Source: an optimization exercise on an open RTL-to-GDS flow (aim: small area). Production flows keep margins and buffers that such runs may drop. Function was not checked in any run shown here: the RTL went through the layout flow alone. In every run shown here, the design's own scripts or RTL, not TritonCTS, make the clock network. No driver is modelled on the clock port, so clock power and skew are understated where the tree is cut down; a real chip needs a root buffer or a tree. No activity file was given, so power comes from the tool's default toggle rates.

### flow/config.mk
export PLATFORM = sky130hd
export DESIGN_NAME = digital_clock
export DESIGN_NICKNAME = digital_clock
export VERILOG_FILES = /design/flow/design.v
export SDC_FILE = /design/flow/constraint.sdc
export NUM_CORES = 4
export LEC_CHECK = 0
export CAP_MARGIN = 20
export CORE_MARGIN = 2
export CORE_UTILIZATION = 40
export SLEW_MARGIN = 20
### flow/constraint.sdc
create_clock -name core_clock -period 10.0 [get_ports {clk}]
set_input_delay 2.0000 -clock core_clock [delete_from_list [all_inputs] [get_ports {clk}]]
set_output_delay 2.0000 -clock core_clock [all_outputs]
set_load 0.01 [all_outputs]
### flow/design.v
`timescale 1ns / 1ps
module digital_clock(
    input clk,
    input reset,
    input direction,
    input shift_enable,
    input min_test_enable,
    input hr_test_enable,
    output [7:0] dig,
    output [7:0] ssd
    );
    reg [3:0] div_s;
    wire tick_s = div_s[3] & div_s[1];
    wire div_s_in = div_s[3] ? div_s[2] : ~div_s[2] & ~(div_s[1] & div_s[0]);
    reg [2:0] div_r;
    wire tick_r = div_r[2];
    always @(posedge clk) begin
        if (reset) begin
            div_s <= 4'd0;
            div_r <= 3'd0;
        end else begin
            div_s <= {div_s[2:0], div_s_in};
            div_r <= {div_r[1] & ~div_r[0], div_r[0], ~div_r[2] & ~div_r[1]};
        end
    end
    reg [4:0] div_sec;
    reg clk_sec;
    wire sec_bit = min_test_enable ? div_sec[2] : hr_test_enable ? div_sec[0] : div_sec[4];
    wire sec_wrap = min_test_enable ? (div_sec[4] | div_sec[3] | (div_sec[2] & div_sec[1])) :
                    hr_test_enable ? (|div_sec) : (div_sec[4] & div_sec[3]);
    wire tick_sec = sec_bit & ~clk_sec;
    always @(posedge clk) begin
        if (reset) begin
            div_sec <= 5'd0;
            clk_sec <= 1'b0;
        end else begin
            div_sec <= sec_wrap ? 5'd0 : div_sec + 5'd1;
            clk_sec <= sec_bit;
        end
    end
    reg [3:0] s0, m0, h0, d0, mo;
    reg [2:0] s1, m1;
    reg [1:0] h1, d1;
    wire s0_9 = s0[3] & s0[0];
    wire s1_5 = s1[2] & s1[0];
    wire m0_9 = m0[3] & m0[0];
    wire m1_5 = m1[2] & m1[0];
    wire h0_9 = h0[3] & h0[0];
    wire h_23 = h1[1] & h0[1] & h0[0];
    wire d0_9 = d0[3] & d0[0];
    wire d_30 = d1[1] & d1[0];
    wire c_s0 = tick_sec & s0_9;
    wire c_s1 = c_s0 & s1_5;
    wire c_m0 = c_s1 & m0_9;
    wire c_m1 = c_m0 & m1_5;
    wire c_h  = c_m1 & (h_23 | h0_9);
    always @(posedge clk) begin
        if (reset) begin
            s0 <= 4'd0; s1 <= 3'd0;
            m0 <= 4'd0; m1 <= 3'd0;
            h0 <= 4'd0; h1 <= 2'd0;
            d0 <= 4'd5; d1 <= 2'd2;
            mo <= 4'd4;
        end
        else begin
            if (tick_sec) s0 <= s0_9 ? 4'd0 : s0 + 4'd1;
            if (c_s0) s1 <= s1_5 ? 3'd0 : s1 + 3'd1;
            if (c_s1) m0 <= m0_9 ? 4'd0 : m0 + 4'd1;
            if (c_m0) m1 <= m1_5 ? 3'd0 : m1 + 3'd1;
            if (c_m1) h0 <= (h0_9 | h_23) ? 4'd0 : h0 + 4'd1;
            if (c_h)  h1 <= h_23 ? 2'd0 : h1 + 2'd1;
            if (c_m1 & h_23) begin
                if (d_30) begin
                    d1 <= 2'd0;
                    d0 <= 4'd0;
                    mo <= mo + 4'd1;
                end
                else if (d0_9) begin
                    d1 <= d1 + 2'd1;
                    d0 <= 4'd0;
                end
                else begin
                    d0 <= d0 + 4'd1;
                end
            end
        end
    end
    reg [4:0] off;
    reg [2:0] pos;
    always @(posedge clk) begin
        if (reset) begin
            off <= 5'd1;
            pos <= 3'd0;
        end
        else begin
            if (tick_s & shift_enable) begin
                if (direction)
                    off <= (off[4] & off[1] & off[0]) ? 5'd0 : off + 5'd1;
                else
                    off <= (off == 5'd0) ? 5'd19 : off - 5'd1;
            end
            if (tick_r) pos <= pos + 3'd1;
        end
    end
    wire [4:0] t = off + {2'b00, pos};
    reg [3:0] c;
    always @(*) begin
        case (t)
            5'd0: c = 4'd11;
            5'd1: c = 4'd2;
            5'd2: c = 4'd0;
            5'd3: c = 4'd2;
            5'd4: c = 4'd4;
            5'd5: c = 4'd10;
            5'd6: c = 4'd0;
            5'd7: c = mo;
            5'd8: c = 4'd10;
            5'd9: c = {2'b00, d1};
            5'd10: c = d0;
            5'd11: c = 4'd10;
            5'd12: c = {2'b00, h1};
            5'd13: c = h0;
            5'd14: c = 4'd10;
            5'd15: c = {1'b0, m1};
            5'd16: c = m0;
            5'd17: c = 4'd10;
            5'd18: c = {1'b0, s1};
            5'd19: c = s0;
            5'd20: c = 4'd11;
            5'd21: c = 4'd2;
            5'd22: c = 4'd0;
            5'd23: c = 4'd2;
            5'd24: c = 4'd4;
            5'd25: c = 4'd10;
            5'd26: c = 4'd0;
            default: c = 4'bxxxx;
        endcase
    end
    reg [6:0] seg;
    always @(*) begin
        case (c)
            4'd0: seg = 7'b0000001;
            4'd1: seg = 7'b1001111;
            4'd2: seg = 7'b0010010;
            4'd3: seg = 7'b0000110;
            4'd4: seg = 7'b1001100;
            4'd5: seg = 7'b0100100;
            4'd6: seg = 7'b0100000;
            4'd7: seg = 7'b0001111;
            4'd8: seg = 7'b0000000;
            4'd9: seg = 7'b0000100;
            4'd10: seg = 7'b1111110;
            default: seg = 7'b1111111;
        endcase
    end
    assign ssd = {seg, 1'b1};
    assign dig = ~(8'b1000_0000 >> pos);
endmodule
### flow/flow/run.sh
#!/bin/bash
# Own layout flow: the standard ORFS flow (standard.sh), with
#  - synthesis mapped by an area-oriented ABC script (flow/synth.tcl, flow/area.abc); the
#    registers come from the same dfflibmap step as the standard synthesis,
#  - the smallest buffer for the port buffers,
#  - one clock buffer driving all register clock pins in place of a clock tree (flow/cts_hook.tcl).
# The make output goes to flow_make.log; ORFS keeps each step's log under orfs/logs/.
set -euo pipefail
W=$(pwd)
export MY_ABC_SCRIPT=$W/flow/area.abc
export MY_CLK_BUF=sky130_fd_sc_hd__buf_8
export MY_CLK_GROUPS=3
export MY_CLK_PORT=clk
bash standard.sh \
  SYNTH_SCRIPT=$W/flow/synth.tcl \
  BUFFER_PORTS_ARGS="-buffer_cell sky130_fd_sc_hd__buf_1" \
  PRE_CTS_TCL=$W/flow/cts_hook.tcl \
  finish > $W/flow_make.log 2>&1
### flow/flow/area.abc
strash
 &get -n
 &deepsyn -J 100
 &put
 dch -f
 amap
 topo
### flow/flow/cts_hook.tcl
# Sourced by ORFS's cts.tcl before clock_tree_synthesis (PRE_CTS_TCL). The design has few
# registers, so in place of a buffer tree the register clock pins are split by position into
# MY_CLK_GROUPS groups (k-means on their locations), and each group gets one clock buffer of type
# MY_CLK_BUF at its centre. The clock port drives only those buffers, so every register gets its
# clock through exactly one buffer.
proc clock_tree_synthesis {args} {
  set db [ord::get_db]
  set block [ord::get_db_block]
  set master [$db findMaster $::env(MY_CLK_BUF)]
  set clknet [$block findNet $::env(MY_CLK_PORT)]
  set k $::env(MY_CLK_GROUPS)
  set pins {}
  foreach it [$clknet getITerms] {
    set loc [[$it getInst] getLocation]
    lappend pins [list $it [lindex $loc 0] [lindex $loc 1]]
  }
  set n [llength $pins]
  # k-means, started from pins spread through the list sorted by x
  set sorted [lsort -integer -index 1 $pins]
  set cent {}
  for {set g 0} {$g < $k} {incr g} {
    set p [lindex $sorted [expr {int(($g + 0.5) * $n / $k)}]]
    lappend cent [list [lindex $p 1] [lindex $p 2]]
  }
  for {set iter 0} {$iter < 50} {incr iter} {
    set assign {}
    foreach p $pins {
      set best 0
      set bd -1
      for {set g 0} {$g < $k} {incr g} {
        set dx [expr {[lindex $p 1] - [lindex $cent $g 0]}]
        set dy [expr {[lindex $p 2] - [lindex $cent $g 1]}]
        set d [expr {abs($dx) + abs($dy)}]
        if {$bd < 0 || $d < $bd} { set bd $d; set best $g }
      }
      lappend assign $best
    }
    set newc {}
    for {set g 0} {$g < $k} {incr g} {
      set sx 0; set sy 0; set c 0
      foreach p $pins a $assign {
        if {$a == $g} { incr sx [lindex $p 1]; incr sy [lindex $p 2]; incr c }
      }
      if {$c > 0} {
        lappend newc [list [expr {$sx / $c}] [expr {$sy / $c}]]
      } else {
        lappend newc [lindex $cent $g]
      }
    }
    if {$newc eq $cent} break
    set cent $newc
  }
  for {set g 0} {$g < $k} {incr g} {
    set inst [odb::dbInst_create $block $master clkbuf_$g]
    set net [odb::dbNet_create $block clknet_$g]
    $net setSigType CLOCK
    set c 0
    foreach p $pins a $assign {
      if {$a == $g} {
        set it [lindex $p 0]
        $it disconnect
        $it connect $net
        incr c
      }
    }
    [$inst findITerm A] connect $clknet
    [$inst findITerm X] connect $net
    $inst setLocation [lindex $cent $g 0] [lindex $cent $g 1]
    $inst setPlacementStatus PLACED
    puts "clock_tree_synthesis (own flow): group $g, $c clock pins on $::env(MY_CLK_BUF)"
  }
  set_propagated_clock [all_clocks]
}
### flow/flow/synth.tcl
proc synth {args} { yosys synth -nofsm -noshare {*}$args }
proc extract_fa {args} { }
proc abc {args} {
  set out {}
  set skip 0
  foreach a $args {
    if {$skip} { set skip 0; continue }
    if {$a eq "-script" || $a eq "-D" || $a eq "-constr"} { set skip 1; continue }
    lappend out $a
  }
  yosys abc -script $::env(MY_ABC_SCRIPT) {*}$out
}
source $::env(SCRIPTS_DIR)/synth.tcl
# left out here: clear keep_hierarchy, flatten, clean up, hide names made inside functions, write 1_2_yosys.v
### flow/standard.sh
#!/bin/bash
# synth_recipe.tcl (not shown) runs the flow's synth.tcl, then flattens the netlist and writes it again
# the make line also repeats each setting of config.mk as NAME=value (left out here)
make -C /OpenROAD-flow-scripts/flow DESIGN_CONFIG=/design/flow/config.mk WORK_HOME=/design/flow/orfs CLKGATE_MAP_FILE= SYNTH_SCRIPT=/design/flow/synth_recipe.tcl "${@:-finish}"
==> impl_metrics.ini, run 1 <==
[status]
status = complete, no violations

[cells_and_area]
design_area_um2 = 2705
nFillCells = 624
nNetsFinal = 388
num_antenna_cells = 0
syn_to_final_growth_pct = 8.588
post-route-util_pct = 45.42
drive_above_1_share_pct = 1.053

[logic_synthesis]
syn_area_um2 = 2491
yosysMostFrequentCell = nor2_1
seq_area_frac_synth_pct = 40.98
ys_top_cells_by_area = dfxtp_1 41%, nor2_1 12%, clkinv_1 8.6%
yosys-top-cells-count = 80 x nor2_1, 57 x clkinv_1, 51 x dfxtp_1
synth_ff_type = dfxtp_1
yosys.area.top_type = dfxtp_1
async_reset_ff_share_pct = 0
yosysUniqueCellTypes = 33
syn_inst = 357
synth.net_count = 363
syn_area_per_cell_um2 = 6.978
synth-seq-cells = 51
synth_edf_count = 0
yosysWarnings = 1
yosys.area.top_type_share_pct = 40.98

[setup_path]
r2r_setup_slack_ns = 5.86
end_kind = primary output
critPathKind = reg2out
cp-start-kind = flop
cp.required_ns = 8.00
arrival_ns = 4.84
cp_max_fo = 7

[global_route]
grt_pass1_wl_um = 9639
grt.overflow.total = 0
grt_usage_pct = 15.65
grt_max_degree = 23
grt_pass1_vias = 2087
antenna_found_initial = 0

[route]
drc = 0
drtIter0Drc = 172
wl_um = 5550
firstDrtPassIters = 4
vias = 2390
ant_nets = 0
avgRoutedWirePerCell_um = 12.20
avgViaCountPerCell = 5.253

[floorplanning]
die_w_um = 82.92
die_h_um = 82.92
rows = 28
die_area_um2 = 6875
ios = 22
core_region_area_um2 = 5956
start_util_pct = 41.83

[cts]
clk_pin_slew_ns = 0.12
holdBufCountCts = 0
post-cts-setup-buffers = 0
insertion_delay_ns = 0.14
cts_resized = 0

[timing]
rsz0062_at_grt = no
finalHoldViolCount = 0
max_slew.worst_pin.slew_ns = 0.5474
finalSetupTns_ns = 0
finalSetupViolCount = 0
skew_ns = 0.03029
fin_crit_ns = 6.836
fmax_ghz = 0.1463
timing.final.crit_share_pct = 68.36
slew_headroom_pct = 63.51
drv_slew = 0

[placed_design]
gp_congestion = 0.9035
placed_area_um2 = 2660
io_buffers = 20
dpl.hpwl_um = 4299

[power_and_ir_drop]
p_sw_mw = 0.1088
internal-power_mw = 0.2680
fin_total_pwr_mw = 0.3768
ir_worst_vdd_mv = 0.09428
p_per_area_nw_per_um2 = 139.3
combinationalPowerShare_pct = 20.5
leakage_nw = 0.8498
p_sw_share_pct = 28.88
clkPwrFrac_pct = 22.8
p_seq_share_pct = 56.8

[min_path]
min_path_type = reg2reg

[flow_run]
maxCapViolCount = 0
-- critical path, cell delays in order, from the launching register on --
cell and delay, ns:
dfxtp_1 0.43, clkinv_1 0.21, nor2_1 0.26, o22ai_1 0.15, nand2_1 0.12, clkinv_1 0.07
nor2_1 0.19, clkinv_1 0.14, o21ai_0 0.27, nor2_1 0.07, a21oi_1 0.21, clkinv_1 0.19
nor2_1 0.23, o21ai_0 0.11, o21ai_0 0.12, or3_1 0.22, or3_1 0.18, nor2_1 0.06
a2111oi_0 0.39, o211ai_1 0.23, nor2_1 0.18, nor2_1 0.05, a21oi_1 0.20, nor2_1 0.10
o21ai_0 0.16, buf_1 0.16
-- flip-flops by register name, summed over array words and instances, names as in the netlist, 3 cells and up --
register  cells
div_sec       5
off           5
d0            4
div_s         4
h0            4
m0            4
mo            4
s0            4
div_r         3
m1            3
pos           3
s1            3
-- through the flow --
stage	worst slack (ns)	cells	hold slack, ns
2_1_floorplan	3.942	357	0.3829
6_report	3.164	455	0.4239
3_5_place_dp	3.419	452	0.4118
5_1_grt	2.534	455	0.4616
4_1_cts	3.195	455	0.4255
3_3_place_gp	3.489	452	0.3934
-- layer usage --
layer / global-route usage [%] / wire [um] / vias up
li1: - / - / 1286
met2: 25.15 / 2388 / 42
met3: 1.590 / 243 / 5
met5: 0 / 0 / -
met4: 1.490 / 61 / 0
met1: 23.47 / 2857 / 1057
-- area by class of cell --
class	instances	area, um2	area share, %
buffer	3	45.04	1.665
inverter	57	214.0	7.909
multi-input combinational	248	1249	46.16
sequential	51	1021	37.74
tap	75	93.84	3.469
timing repair buffer	21	82.58	3.053
-- kinds of logic (layout without fill, tap and decap cells) --
| logic type | Yosys count | count (layout) | synth area share [%] |
|---|---|---|---|
| AND/OR/NAND/NOR | 168 | 168 | 28.98 |
| AO/OA/AOI/OAI | 79 | 79 | 21.00 |
| buffers and inverters | 58 | 81 | 8.890 |
| flip-flops | 51 | 51 | 40.98 |
| other | 1 | 1 | 0.1505 |
-- path summary, 6_finish.rpt --
kind | from | to | depth (start not counted)
setup / recovery | pos[0] | ssd[2] | 25
hold / removal | div_r[1] | div_r[0] | 1
setup reg to reg | div_sec[0] | mo[3] | 21
hold reg to reg | div_r[1] | div_r[0] | 1
-- power groups by stage --
stage	combinational, mW	sequential [mW]	clock (mW)
after floorplan	0.0552	0.217	0
after global placement	0.0765	0.218	0
after detailed placement	0.0765	0.218	0
after CTS	0.0769	0.214	0.0905
after global routing	0.0879	0.215	0.0963
final	0.0771	0.214	0.0858
-- cell usage in the layout (no fill, tap or decap), types with 4 or more instances in the layout --
cell type,n
nor2_1,80
clkinv_1,57
dfxtp_1,51
nand2_1,32
nor3_1,25
o21ai_0,21
buf_1,20
nand3_1,14
a21oi_1,13
a211oi_1,12
o221ai_1,6
o22ai_1,5
or3_1,4
or2_0,4
a31oi_1,4
==> run 2, diff against run 1 <==
--- a/flow/flow/run.sh
+++ b/flow/flow/run.sh
@@ -8,8 +8,8 @@
 set -euo pipefail
 W=$(pwd)
 export MY_ABC_SCRIPT=$W/flow/area.abc
-export MY_CLK_BUF=sky130_fd_sc_hd__buf_8
-export MY_CLK_GROUPS=3
+export MY_CLK_BUF=sky130_fd_sc_hd__clkbuf_16
+export MY_CLK_GROUPS=2
 export MY_CLK_PORT=clk
 bash standard.sh \
   SYNTH_SCRIPT=$W/flow/synth.tcl \
==> impl_metrics.ini, run 2 <==
[timing]
skew_ns = 0.01771
finalSetupViolCount = 0
setup_ws_ns = 3.105
fmax_ghz = 0.1450
finalHoldViolCount = 0
drv_slew = 0
fin_crit_ns = 6.895
finalSetupTns_ns = 0
timing.final.crit_share_pct = 68.95
max_slew.worst_pin.slew_ns = 0.5100
slew_headroom_pct = 65.12
rsz0062_at_grt = no

[route]
firstDrtPassIters = 4
drc = 0
avgRoutedWirePerCell_um = 12.15
ant_nets = 0
avgViaCountPerCell = 5.308
wl_um = 5515
drtIter0Drc = 190
vias = 2410

[cells_and_area]
post-route-util_pct = 45.50
layout_commonest_cell = nor2_1
nNetsFinal = 387
regArea_um2 = 1021
drive_above_1_share_pct = 0.7916
syn_to_final_growth_pct = 8.790
mostFrequentLayoutCells = 80 x nor2_1, 57 x clkinv_1, 51 x dfxtp_1
largestRegisters = div_sec (5), off (5)
num_antenna_cells = 0
multiInputGateArea_um2 = 1249
nFillCells = 623

[setup_path]
cp.required_ns = 8.00
reg2reg_to = mo[3]
cp_max_fo = 7
r2r_cells = 21
cp_common_cell = nor2_1
end_kind = primary output
r2r_setup_slack_ns = 5.88
critical-path-max-stage-delay_ns = 0.43
crit_path_end = ssd[2]
crit_start = pos[0]
r2r-start = div_sec[0]
cp-start-kind = flop
critPathKind = reg2out
slowest_stage = dfxtp_1
arrival_ns = 4.89

[floorplanning]
ios = 22
core_region_area_um2 = 5956
die_area_um2 = 6875
die_h_um = 82.92
start_util_pct = 41.83
rows = 28
die_w_um = 82.92

[power_and_ir_drop]
ir_worst_vdd_mv = 0.1048
leakage_nw = 0.8522
p_per_area_nw_per_um2 = 140.6

[logic_synthesis]
yosysMostFrequentCell = nor2_1
synth_ff_type = dfxtp_1
synth.net_count = 363
syn_area_per_cell_um2 = 6.978
yosysUniqueCellTypes = 33
seq_area_frac_synth_pct = 40.98
yosysWarnings = 1
async_reset_ff_share_pct = 0
yosys.area.top_type_share_pct = 40.98
synth_edf_count = 0
syn_inst = 357
syn_area_um2 = 2491
synth-seq-cells = 51
ys_top_cells_by_area = dfxtp_1 41%, nor2_1 12%, clkinv_1 8.6%
yosys.area.top_type = dfxtp_1
yosys-top-cells-count = 80 x nor2_1, 57 x clkinv_1, 51 x dfxtp_1

[global_route]
grt_max_degree = 30
grt.overflow.total = 0
grt_pass1_wl_um = 9563
grt_usage_pct = 15.57
grt_pass1_vias = 2065
antenna_found_initial = 0

[cts]
clk_pin_slew_ns = 0.11
holdBufCountCts = 0
insertion_delay_ns = 0.17
post-cts-setup-buffers = 0
cts_resized = 0

[placed_design]
gp_congestion = 0.9035
io_buffers = 20
dpl.hpwl_um = 4299
dp_slack_ns = 3.419

[status]
status = complete, no violations

[min_path]
min_path_type = reg2reg
hp-start = div_r[1]

[flow_run]
maxCapViolCount = 0
## run 2: cell count changes in the layout (fill, tap and decap cells not counted), sizes merged
cell    before  now
buf         24   21
clkbuf       0    2
## run 2: routing by layer
layer / routed length [um] / part of all wire, % / track usage, %
met5: 0 / 0 / 0
met4: 59 / 1.1 / 1.192
met3: 227 / 4.1 / 1.193
met2: 2370 / 43 / 25.00
met1: 2857 / 52 / 23.71
## run 2: final cells by class
cell class | instances | share of cell area, %
inverters | 57 | 7.895
flip-flops and latches | 51 | 37.67
multi-input cells | 248 | 46.08
plain buffers | 2 | 1.847
repair buffers | 21 | 3.047
well taps | 75 | 3.463
## run 2: worst min path at each step
stage               slack, ns  cells after the start       end
detailed placement       0.41                      1  div_r[0]
global placement         0.39                      1  div_r[0]
CTS                      0.42                      1  div_r[0]
global route             0.46                      1  div_r[0]
floorplan                0.38                      1  div_r[0]
finish                   0.42                      1  div_r[0]
## run 2: critical path: cells and delay by family (launching register included)
| family | cells | cell delay (ns) |
|---|---|---|
| buf+inv | 5 | 0.77 |
| flops | 1 | 0.43 |
| compound gates | 9 | 1.88 |
| simple gates | 11 | 1.65 |
## run 2: through the flow
step           area, um2  power, mW  hold slack (ns)  cells
2_1_floorplan       2491     0.2723           0.3829    357
3_3_place_gp        2660     0.2948           0.3934    452
3_5_place_dp        2660     0.2948           0.4118    452
4_1_cts             2710     0.3847           0.4242    454
5_1_grt             2710     0.4027           0.4604    454
6_report            2710     0.3809           0.4234    454
## run 2: cells by family after synthesis
family	Yosys count	share of synthesized area (%)
and+or+nand+nor	168	28.98
AOI/OAI and AO/OA	79	21.00
buffers and inverters	58	8.890
DFF	51	40.98
other	1	0.1505
## run 2: power breakdown
group	internal (mW)	switching, mW
combinational	0.0250	0.0523
clock	0.0369	0.0529
sequential	0.209	0.00520
total	0.271	0.110
==> run 3, diff against run 2 <==
--- a/flow/flow/run.sh
+++ b/flow/flow/run.sh
@@ -8,7 +8,7 @@
 set -euo pipefail
 W=$(pwd)
 export MY_ABC_SCRIPT=$W/flow/area.abc
-export MY_CLK_BUF=sky130_fd_sc_hd__clkbuf_16
+export MY_CLK_BUF=sky130_fd_sc_hd__buf_12
 export MY_CLK_GROUPS=2
 export MY_CLK_PORT=clk
 bash standard.sh \
==> impl_metrics.ini, run 3 <==
[status]
status = complete, no violations

[flow_run]
maxCapViolCount = 0

[logic_synthesis]
synth-seq-cells = 51
yosys-top-cells-count = 80 x nor2_1, 57 x clkinv_1, 51 x dfxtp_1
synth_compound_area_share_pct = 20.99
async_reset_ff_share_pct = 0
yosysMostFrequentCell = nor2_1
syn_area_per_cell_um2 = 6.978
yosys.area.top_type_share_pct = 40.98
yosysWarnings = 1
yosys.area.top_type = dfxtp_1
synth_xor_area_share_pct = 0
synth_edf_count = 0
synth_top_family_by_area = simple AND/OR/NAND/NOR gates
ys_top_cells_by_area = dfxtp_1 41%, nor2_1 12%, clkinv_1 8.6%
synth.net_count = 363
seq_area_frac_synth_pct = 40.98
synth-simple-area-share_pct = 28.98
yosysUniqueCellTypes = 33
synth_ff_type = dfxtp_1
syn_area_um2 = 2491
syn_inst = 357
synthMuxAreaShare_pct = 0
synthAdderAreaFrac_pct = 0

[route]
avgRoutedWirePerCell_um = 12.16
drc = 0
avgViaCountPerCell = 5.295
vias = 2404
wl_um = 5522
drtIter0Drc = 170
ant_nets = 0
firstDrtPassIters = 5

[setup_path]
cp.required_ns = 8.00
cp-start-kind = flop
critPathKind = reg2out
r2r-start = div_sec[0]
end_kind = primary output
crit_start = pos[0]
arrival_ns = 4.83
cp_max_fo = 7

[power_and_ir_drop]
p_seq_share_pct = 56.9
combinationalPowerShare_pct = 20.6
p_sw_share_pct = 29.16
fin_total_pwr_mw = 0.3759
internal-power_mw = 0.2663
clkPwrFrac_pct = 22.5
p_per_area_nw_per_um2 = 139.2
ir_worst_vdd_mv = 0.1036
leakage_nw = 0.8463
p_sw_mw = 0.1096

[timing]
rsz0062_at_grt = no
skew_ns = 0.01618
finalSetupViolCount = 0
setup_ws_ns = 3.173
timing.final.crit_share_pct = 68.27
drv_slew = 0
slew_headroom_pct = 63.47
fmax_ghz = 0.1465
finalSetupTns_ns = 0
finalHoldViolCount = 0
whs_ns = 0.4227
fin_crit_ns = 6.827
max_slew.worst_pin.slew_ns = 0.5479

[cts]
clk_pin_slew_ns = 0.11
cts_resized = 0
post-cts-setup-buffers = 0
insertion_delay_ns = 0.14
holdBufCountCts = 0

[cells_and_area]
design_area_um2 = 2700
drive_above_1_share_pct = 0.7916
layout_commonest_cell = nor2_1
largestRegisters = div_sec (5), off (5)
mostFrequentLayoutCells = 80 x nor2_1, 57 x clkinv_1, 51 x dfxtp_1
multiInputGateArea_um2 = 1249
num_antenna_cells = 0
syn_to_final_growth_pct = 8.388
nFillCells = 625
regArea_um2 = 1021
nNetsFinal = 387

[global_route]
grt.overflow.total = 0
grt_pass1_wl_um = 9563
grt_max_degree = 30
grt_usage_pct = 15.57
grt_pass1_vias = 2065
antenna_found_initial = 0

[min_path]
hp-start = div_r[1]
min_path_type = reg2reg

[floorplanning]
start_util_pct = 41.83
rows = 28
die_w_um = 82.92
die_h_um = 82.92
ios = 22
die_area_um2 = 6875
core_region_area_um2 = 5956

[placed_design]
dp_slack_ns = 3.419
io_buffers = 20
dpl.hpwl_um = 4299
placed_area_um2 = 2660
gp_congestion = 0.9035
-- run 3: cell counts after synthesis --
Identical to the previous run, type by type.
-- run 3: worst max-delay path, cell delays in order (launching register included) --
cell       delay, ns
dfxtp_1         0.43
clkinv_1        0.21
nor2_1          0.25
o22ai_1         0.15
nand2_1         0.12
clkinv_1        0.07
nor2_1          0.19
clkinv_1        0.14
o21ai_0         0.27
nor2_1          0.07
a21oi_1         0.21
clkinv_1        0.19
nor2_1          0.23
o21ai_0         0.11
o21ai_0         0.12
or3_1           0.22
or3_1           0.18
nor2_1          0.07
a2111oi_0       0.39
o211ai_1        0.24
nor2_1          0.17
nor2_1          0.05
a21oi_1         0.20
nor2_1          0.10
o21ai_0         0.16
buf_1           0.16
-- run 3: worst paths after layout --
kind	endpoint	slack [ns]	depth (start not counted)
hold reg to reg	div_r[0]	0.42	1
setup reg to reg	mo[3]	5.89	21
setup / recovery	ssd[2]	3.17	25
hold / removal	div_r[0]	0.42	1
-- run 3: through the flow --
stage          utilization [%]  std cells
4_1_cts                  45.34        454
6_report                 45.34        454
2_1_floorplan                -        357
5_1_grt                  45.34        454
3_3_place_gp             44.66        452
3_5_place_dp             44.66        452
-- run 3: logic make-up after synthesis --
| logic type | count (synthesis) |
|---|---|
| buf+inv | 58 |
| compound gates | 79 |
| simple gates | 168 |
| flops | 51 |
| other cells | 1 |
-- run 3: layer usage --
metal  wire length, um  vias to the layer above  GRT usage [%]
met5                 0                        -              0
met4                50                        0          1.192
met3               231                        6          1.193
met2              2403                       52          25.00
met1              2837                     1060          23.71
li1                  -                     1286              -
-- run 3: power by group through the flow --
stage	clock network [mW]	logic, mW	registers [mW]
after floorplan	0	0.0552	0.217
after global placement	0	0.0765	0.218
after detailed placement	0	0.0765	0.218
after CTS	0.0897	0.0769	0.214
after global routing	0.0955	0.0879	0.215
final	0.0847	0.0773	0.214
-- run 3: cell type report --
type / count / share of cell area (%)
inverter: 57 / 7.924
timing repair buffer: 21 / 3.058
tap: 75 / 3.475
buffer: 2 / 1.483
multi-input combinational: 248 / 46.25
sequential: 51 / 37.81

-- port drivers added, routing unchanged --
The flow's constraints put no driver on any port. The routed layouts listed below were extracted and timed again, unchanged, in two steps. Step 1 sets driving cells, clkbuf_16 on the clock port and buf_2 on the other inputs (assumed; they add their load-dependent delay and slew). Step 2 adds t to the input delays and takes it off the output delays; t is the mean of the earliest and latest rising clock arrival at the registers after step 1. Input paths then give back, and output paths get back, about the clock's delay inside the block. Slacks: no drivers / after step 1 / after step 2; pairs: no drivers / after step 1.
run	shift t [ns]	setup WS [ns]	clock arrival spread, ns	pins driven straight from the clock port
run 1	0.185	3.164 / 3.104 / 3.289	0.030 / 0.030	3
run 2	0.204	3.105 / 3.060 / 3.264	0.018 / 0.018	2
run 3	0.182	3.173 / 3.124 / 3.306	0.016 / 0.016	2
After both steps setup and hold are still met in every run listed.
